What follows belongs to an exercise in optimizing a design on an open flow for a short achievable clock period and few clock cycles; a production flow would make more cautious choices.
At most, simulation tests tie the RTL to the original design; equivalence was not proved.

==> job 3420: inputs <==
## smm
module smm #(parameter N = 16, parameter LN = 4)
          (input clk, reset,
           input [7:0] readdata,
           output we,
           output [15:0] address,
           output [7:0] writedata);
Settings: LEC_CHECK=0, CAP_MARGIN=20, CORE_MARGIN=2, CORE_UTILIZATION=40, PLACE_DENSITY=0.6, SETUP_SLACK_MARGIN=3.0, SLEW_MARGIN=20, SYNTH_HIERARCHICAL=1, TNS_END_PERCENT=100; clock period 5.0 ns.
run.sh (not shown) runs the stock make flow with config.mk's settings and CLKGATE_MAP_FILE= SYNTH_SCRIPT=/design/flow/synth_recipe.tcl, a recipe that flattens the netlist after the stock synthesis.
==> job 8361: changes against job 3420 <==
--- a/flow/design.v
+++ b/flow/design.v
@@ -1,8 +1,8 @@
-module smm #(parameter N = 16, parameter LN = 4)
+module smm #(parameter N = 12, parameter LN = 4)
           (input clk, reset,
            input [7:0] readdata,
            output we,
            output [15:0] address,
            output [7:0] writedata);
   reg s_f, s_hi, s_lo, s_ld, s_st;
   reg k_ld, k_st;           
@@ -13,21 +13,24 @@
   reg [7:0] AC, R;
   reg zq;                   
   reg we_q;
   reg hq;                   
   reg [4:0] kq;             
   reg [15:0] tq;            
   reg hzq;                  
-  reg [N-1:0] E;            
+  reg [N-1:0] RT;           
   reg [N-1:0] cv;
   reg [15:0] ctag [0:N-1];
   reg [22:0] cdat [0:N-1];  
   reg [LN-1:0] ptr;
   reg [N-1:0] R1, R3;       
   reg [N*N-1:0] ST;         
+  reg [N*N-1:0] SI;         
+  reg [N-1:0] INV;          
+  reg [15:0] PC1, PC3;      
   function [15:0] add16(input [15:0] a, b, input cin);
     reg [15:0] g, p, pp;
     integer k, s;
     begin
       g = a & b;
       p = a ^ b;
       pp = p;
@@ -81,133 +84,166 @@
   generate
     for (g = 0; g < N; g = g + 1) begin : pk
       assign tags[16*g +: 16] = ctag[g];
       assign addrs[16*g +: 16] = cdat[g][15:0];
       assign dats[23*g +: 23] = cdat[g];
     end
   endgenerate
-  wire [15:0] PC1 = add16(PC, 16'd1, 1'b0);
-  wire [15:0] PC3 = add16(PC, 16'd3, 1'b0);
   wire haz = we_q & hzq;
-  wire [N-1:0] rt;
-  smm_row #(N) rowt(.e(E), .st(ST), .row(rt));
-  wire h1, h3, ht;
+  wire h1, h3r, ht;
   wire [22:0] d1, d3, dt;
-  wire [N-1:0] m1 = R1 & cv;
-  wire [N-1:0] m3 = R3 & cv & {N{~haz}};
-  wire [N-1:0] mt = rt & cv;
-  smm_sel #(N) l1(.m(m1), .dats(dats), .hit(h1), .d(d1));
-  smm_sel #(N) l3(.m(m3), .dats(dats), .hit(h3), .d(d3));
-  smm_sel #(N) lt(.m(mt), .dats(dats), .hit(ht), .d(dt));
+  smm_sel #(N) l1(.m(R1), .dats(dats), .hit(h1), .d(d1));
+  smm_sel #(N) l3(.m(R3), .dats(dats), .hit(h3r), .d(d3));
+  smm_sel #(N) lt(.m(RT), .dats(dats), .hit(ht), .d(dt));
+  wire h3 = h3r & ~haz;
+  wire [N-1:0] t1, t3, tt;
+  smm_row #(N) rw1(.e(R1), .st(ST), .row(t1));
+  smm_row #(N) rw3(.e(R3), .st(ST), .row(t3));
+  smm_row #(N) rwt(.e(RT), .st(ST), .row(tt));
+  wire [N-1:0] i1, i3, it;
+  smm_row #(N) ri1(.e(R1), .st(SI), .row(i1));
+  smm_row #(N) ri3(.e(R3), .st(SI), .row(i3));
+  smm_row #(N) rit(.e(RT), .st(SI), .row(it));
   wire [15:0] a1 = (h1 & d1[21]) ? d1[15:0] : PC1;
   wire [15:0] a3 = (h3 & d3[21]) ? d3[15:0] : PC3;
   wire [15:0] at = (ht & dt[21]) ? dt[15:0] : tq;
   wire sel_t = s_f & hq & c_tk;
   wire sel_1 = s_f & ~hq & ~nt;
   wire lhit = sel_t ? ht : (sel_1 ? h1 : h3);
   wire [22:0] ldat = sel_t ? dt : (sel_1 ? d1 : d3);
-  wire [N-1:0] lm = sel_t ? mt : (sel_1 ? m1 : m3);
+  wire [N-1:0] rtn = sel_t ? tt : (sel_1 ? t1 : t3);
+  wire [N-1:0] invc = sel_t ? it : (sel_1 ? i1 : i3);
   wire [15:0] anext = sel_t ? at : (sel_1 ? a1 : a3);
   wire [15:0] npc = sel_t ? tq : (sel_1 ? PC1 : PC3);
   wire [N-1:0] q_t1, q_t3, q_p2, q_p3, q_p4, q_p6;
-  smm_cmp #(N) ct1(.tags(tags), .a(add16(tq, 16'd1, 1'b0)), .m(q_t1));
-  smm_cmp #(N) ct3(.tags(tags), .a(add16(tq, 16'd3, 1'b0)), .m(q_t3));
-  smm_cmp #(N) cp2(.tags(tags), .a(add16(PC, 16'd2, 1'b0)), .m(q_p2));
+  smm_jcmp #(N, 1) ct1(.tags(tags), .h(tq[15:8]), .l(tq[7:0]), .m(q_t1));
+  smm_jcmp #(N, 3) ct3(.tags(tags), .h(tq[15:8]), .l(tq[7:0]), .m(q_t3));
+  smm_jcmp #(N, 2) cp2(.tags(tags), .h(PC[15:8]), .l(PC[7:0]), .m(q_p2));
   smm_cmp #(N) cp3(.tags(tags), .a(PC3), .m(q_p3));
-  smm_cmp #(N) cp4(.tags(tags), .a(add16(PC, 16'd4, 1'b0)), .m(q_p4));
-  smm_cmp #(N) cp6(.tags(tags), .a(add16(PC, 16'd6, 1'b0)), .m(q_p6));
+  smm_jcmp #(N, 4) cp4(.tags(tags), .h(PC[15:8]), .l(PC[7:0]), .m(q_p4));
+  smm_jcmp #(N, 6) cp6(.tags(tags), .h(PC[15:8]), .l(PC[7:0]), .m(q_p6));
   wire r_1 = s_f & ~hq & simple;
   wire r_w = (s_f & ~hq & three) | s_hi | s_lo;
   wire [N-1:0] fmask = s_lo ? ~({{(N-1){1'b0}}, 1'b1} << ptr) : {N{1'b1}};
   wire [N-1:0] r1n = (sel_t ? q_t1 : (r_1 ? q_p2 : q_p4)) & fmask;
   wire [N-1:0] r3n = (sel_t ? q_t3 : (r_1 ? q_p4 : (r_w ? q_p3 : q_p6))) & fmask;
+  wire use_l = (s_f & (hq | simple | nt)) | s_ld | s_st;
+  wire fill = s_lo;
   wire [15:0] jt = {H, readdata};
+  wire [7:0] H1 = H + 8'd1;
+  wire [8:0] jl1 = {1'b0, readdata} + 9'd1;
+  wire [8:0] jl3 = {1'b0, readdata} + 9'd3;
+  wire [15:0] jt1 = {jl1[8] ? H1 : H, jl1[7:0]};
+  wire [15:0] jt3 = {jl3[8] ? H1 : H, jl3[7:0]};
   wire [N-1:0] col, rown;
   smm_cmp #(N) cc(.tags(addrs), .a(PC), .m(col));
   smm_cmp #(N) cr(.tags(tags), .a(jt), .m(rown));
   wire self = (jt == PC);
-  wire [15:0] jd = add16(jt, ~PC, 1'b1);
-  wire hzf = k_st & (jd[15:3] == 13'd0) & ((jd[2:0] == 3'd3) | (jd[2:0] == 3'd4) | (jd[2:0] == 3'd5));
-  wire [15:0] Am1 = add16(A, 16'hFFFF, 1'b0);
-  wire [15:0] Am2 = add16(A, 16'hFFFE, 1'b0);
-  reg [N-1:0] inv;
+  wire [15:0] PC2 = add16(PC, 16'd2, 1'b0);
+  wire [15:0] PC4 = add16(PC, 16'd4, 1'b0);
+  wire [15:0] PC5 = add16(PC, 16'd5, 1'b0);
+  wire hzf = k_st & ((jt == PC3) | (jt == PC4) | (jt == PC5));
+  wire [N-1:0] q_j1, q_j3;
+  smm_jcmp #(N, 1) cj1(.tags(tags), .h(H), .l(readdata), .m(q_j1));
+  smm_jcmp #(N, 3) cj3(.tags(tags), .h(H), .l(readdata), .m(q_j3));
+  wire [N-1:0] wrow, c0, c1, c2;
+  smm_wcmp #(N) cw(.tags(tags), .h(H), .l(readdata), .m(wrow));
+  smm_cmp #(N) cc0(.tags(addrs), .a(PC), .m(c0));
+  smm_cmp #(N) cc1(.tags(addrs), .a(PC1), .m(c1));
+  smm_jcmp #(N, 2) cc2(.tags(addrs), .h(PC[15:8]), .l(PC[7:0]), .m(c2));
+  wire [N-1:0] wcol = c0 | c1 | c2;
+  wire wself = (jt == PC) | (jt == PC1) | (jt == PC2);
+  reg [N-1:0] cvn;
   integer i, j;
   always @(*)
     for (i = 0; i < N; i = i + 1)
-      inv[i] = we_q & ((ctag[i] == A) | (ctag[i] == Am1) | (ctag[i] == Am2));
-  wire use_l = (s_f & (hq | simple | nt)) | s_ld | s_st;
-  wire fill = s_lo;
+      cvn[i] = (fill & (ptr == i)) | (cv[i] & ~(we_q & INV[i]));
+  wire [N-1:0] pmask = {{(N-1){1'b0}}, 1'b1} << ptr;
+  wire [N-1:0] invs = (wrow & ~pmask) | (wself ? pmask : {N{1'b0}});
   always @(posedge clk, posedge reset)
     if (reset) begin
       s_f <= 1'b1; s_hi <= 1'b0; s_lo <= 1'b0; s_ld <= 1'b0; s_st <= 1'b0;
       k_ld <= 1'b0; k_st <= 1'b0; kj <= 5'd0;
       PC <= 16'h0000; A <= 16'h0000; H <= 8'h00;
       AC <= 8'h00; R <= 8'h00; zq <= 1'b1; we_q <= 1'b0;
-      hq <= 1'b0; kq <= 5'd0; tq <= 16'h0000; E <= {N{1'b0}}; hzq <= 1'b0;
+      hq <= 1'b0; kq <= 5'd0; tq <= 16'h0000; RT <= {N{1'b0}}; hzq <= 1'b0;
       cv <= {N{1'b0}}; ptr <= {LN{1'b0}};
-      R1 <= {N{1'b0}}; R3 <= {N{1'b0}};
+      R1 <= {N{1'b0}}; R3 <= {N{1'b0}}; INV <= {N{1'b0}};
+      PC1 <= 16'h0001; PC3 <= 16'h0003;
     end else begin
       s_f <= (s_f & (hq | simple | nt)) | (s_lo & ~k_ld & ~k_st) | s_ld | s_st;
       s_hi <= s_f & ~hq & three;
       s_lo <= s_hi;
       s_ld <= s_lo & k_ld;
       s_st <= s_lo & k_st;
       we_q <= (s_lo & k_st) | (use_l & lhit & ldat[17]);
       if (s_f & ~hq & three) begin
         k_ld <= o_ld;
         k_st <= o_st;
         kj <= {o_jn, o_jz, o_jp, o_st, o_ld};
       end
       if (s_lo & ~k_ld & ~k_st) begin
-        R1 <= {N{1'b0}};
-        R3 <= {N{1'b0}};
+        R1 <= q_j1 & fmask & cvn;
+        R3 <= q_j3 & fmask & cvn;
       end else begin
-        R1 <= r1n;
-        R3 <= r3n;
+        R1 <= r1n & cvn;
+        R3 <= r3n & cvn;
       end
       if (use_l) begin
         hq <= lhit;
         kq <= ldat[20:16];
         tq <= ldat[15:0];
         hzq <= ldat[22];
-        E <= lm;
+        RT <= rtn & fmask & cvn;
         PC <= npc;
+        PC1 <= sel_t ? add16(tq, 16'd1, 1'b0) : (sel_1 ? PC2 : PC3 + 16'd1);
+        PC3 <= sel_t ? add16(tq, 16'd3, 1'b0) : (sel_1 ? PC4 : add16(PC, 16'd6, 1'b0));
+        INV <= invc;
         A <= anext;
       end else if (s_f & ~hq & three) begin
         A <= PC1;
       end else if (s_hi) begin
-        A <= add16(PC, 16'd2, 1'b0);
+        A <= PC2;
       end else if (s_lo) begin
         hq <= 1'b0;
         hzq <= hzf;
         A <= jt;
-        if (~k_ld & ~k_st) PC <= jt;
+        INV <= invs;
+        if (~k_ld & ~k_st) begin
+          PC <= jt;
+          PC1 <= jt1;
+          PC3 <= jt3;
+        end
       end
       if (s_hi) H <= readdata;
       if (s_f & ~hq & simple) begin
         AC <= acs;
         zq <= zs;
       end else if (s_ld | (s_f & hq & c_ld)) begin
         AC <= readdata;
         zq <= (readdata == 8'h00);
       end
       if (s_f & ~hq & simple & (op[3:0] == 4'h3)) R <= AC;
-      for (i = 0; i < N; i = i + 1)
-        cv[i] <= (fill & (ptr == i)) | (cv[i] & ~inv[i]);
-      if (fill) ptr <= ptr + 1'b1;
+      cv <= cvn;
+      if (fill) ptr <= (ptr == N - 1) ? {LN{1'b0}} : ptr + 1'b1;
     end
   always @(posedge clk)
     if (fill) begin
       ctag[ptr] <= PC;
       cdat[ptr] <= {hzf, kj[1] | kj[0], kj, jt};
       for (i = 0; i < N; i = i + 1)
         for (j = 0; j < N; j = j + 1)
           if (i == ptr && j == ptr) ST[N*i+j] <= self;
           else if (i == ptr) ST[N*i+j] <= rown[j];
           else if (j == ptr) ST[N*i+j] <= col[i];
+      for (i = 0; i < N; i = i + 1)
+        for (j = 0; j < N; j = j + 1)
+          if (i == ptr && j == ptr) SI[N*i+j] <= wself;
+          else if (i == ptr) SI[N*i+j] <= wrow[j];
+          else if (j == ptr) SI[N*i+j] <= wcol[i];
     end
   assign we = we_q;
   assign address = A;
   assign writedata = AC;
 endmodule
 module smm_alu(input [7:0] ac, r,
                output [7:0] add, sub, inc, and_, or_, xor_, not_,
@@ -240,14 +276,48 @@
   assign z_sub = (ac == r);
   assign z_inc = (ac == 8'hFF);
   assign z_and = ((ac & r) == 8'h00);
   assign z_or = ((ac | r) == 8'h00);
   assign z_xor = (ac == r);
   assign z_not = (ac == 8'hFF);
 endmodule
+module smm_wcmp #(parameter N = 16)
+                (input [16*N-1:0] tags, input [7:0] h, l, output [N-1:0] m);
+  genvar g;
+  generate
+    for (g = 0; g < N; g = g + 1) begin : c
+      wire [7:0] tl = tags[16*g +: 8];
+      wire [7:0] th = tags[16*g+8 +: 8];
+      wire [7:0] tl1 = tl + 8'd1;
+      wire [7:0] tl2 = tl + 8'd2;
+      wire hs = (h == th);
+      wire hp = (h == th + 8'd1);
+      wire m0 = (l == tl) & hs;
+      wire m1 = (l == tl1) & ((l == 8'd0) ? hp : hs);
+      wire m2 = (l == tl2) & ((l <= 8'd1) ? hp : hs);
+      assign m[g] = m0 | m1 | m2;
+    end
+  endgenerate
+endmodule
+module smm_jcmp #(parameter N = 16, parameter K = 1)
+                (input [16*N-1:0] tags, input [7:0] h, l, output [N-1:0] m);
+  localparam [7:0] LIM = 256 - K;
+  wire [7:0] h1 = h + 8'd1;
+  genvar g;
+  generate
+    for (g = 0; g < N; g = g + 1) begin : c
+      wire [7:0] tl = tags[16*g +: 8];
+      wire [7:0] th = tags[16*g+8 +: 8];
+      wire [7:0] tlk = tl - K;
+      wire hs = (th == h);
+      wire hp = (th == h1);
+      assign m[g] = (l == tlk) & ((l >= LIM) ? hp : hs);
+    end
+  endgenerate
+endmodule
 module smm_cmp #(parameter N = 16)
                (input [16*N-1:0] tags, input [15:0] a, output [N-1:0] m);
   genvar g;
   generate
     for (g = 0; g < N; g = g + 1) begin : c
       assign m[g] = (tags[16*g +: 16] == a);
     end
Settings changed: CORE_UTILIZATION 40 to 50, PLACE_DENSITY 0.6 to 0.65, SETUP_SLACK_MARGIN 3.0 to 2.0.
==> run summary <==
Run status: job 3420 timing/DRC/antenna clean; job 8361 timing/DRC/antenna clean
Post-CTS repair timing setup buffer count: job 3420 729; job 8361 722
Crit-path most repeated cell: job 3420 sky130_fd_sc_hd__buf_12; job 8361 sky130_fd_sc_hd__or4_4
Count of inverters not on the clock network in the layout: job 3420 120; job 8361 307
Area share of xor/xnor cells in the synthesized design: job 3420 28.77%; job 8361 26.91%
Fraction of the mapped netlist area in compound gates: job 3420 14.18%; job 8361 20.31%
Net Count, Synth: job 3420 8540; job 8361 12588
Slack of the worst reg-to-reg path: job 3420 1.09 ns; job 8361 1.53 ns
First-pass GRT wire length: job 3420 744200 µm; job 8361 989000 µm
Depth of the worst register-to-register path: job 3420 14; job 8361 11
Area occupied by multi-input gates: job 3420 0.05843 mm²; job 8361 0.08135 mm²
Pre-CTS setup slack: job 3420 0.5627 ns; job 8361 -0.2033 ns
Cell count after placement: job 3420 11164; job 8361 15219
Testbench counts of job 8361, summed over its fixed seeds: cycles 46,810.
Only the layout flow was run in job 3420; the RTL was not checked for function there.

==> separate check: timing with driven ports <==
No port has a modelled driver above. Below, the same layouts with a new extraction and two added sets of constraints. Step 1 sets driving cells, clkbuf_16 on the clock port and buf_2 on the other inputs (assumed; they add their load-dependent delay and slew). Step 2 adds t to the input delays and takes it off the output delays; t is the mean of the earliest and latest rising clock arrival at the registers after step 1. Input paths then give back, and output paths get back, about the clock's delay inside the block. Three values: no drivers, after step 1, after step 2; two values: the first two.
run | t (ns) | slack for setup (ns) | cell pins on the clock port's net
job 3420 | 0.930 | 1.089 / 1.089 / 0.985 | 1
job 8361 | 1.010 | 1.494 / 1.384 / 0.374 | 1
After both steps every run listed still meets setup and hold. For job 8361, which loses most, drivers alone change the setup slack by -0.110 ns; drivers and shift together by -1.120 ns.
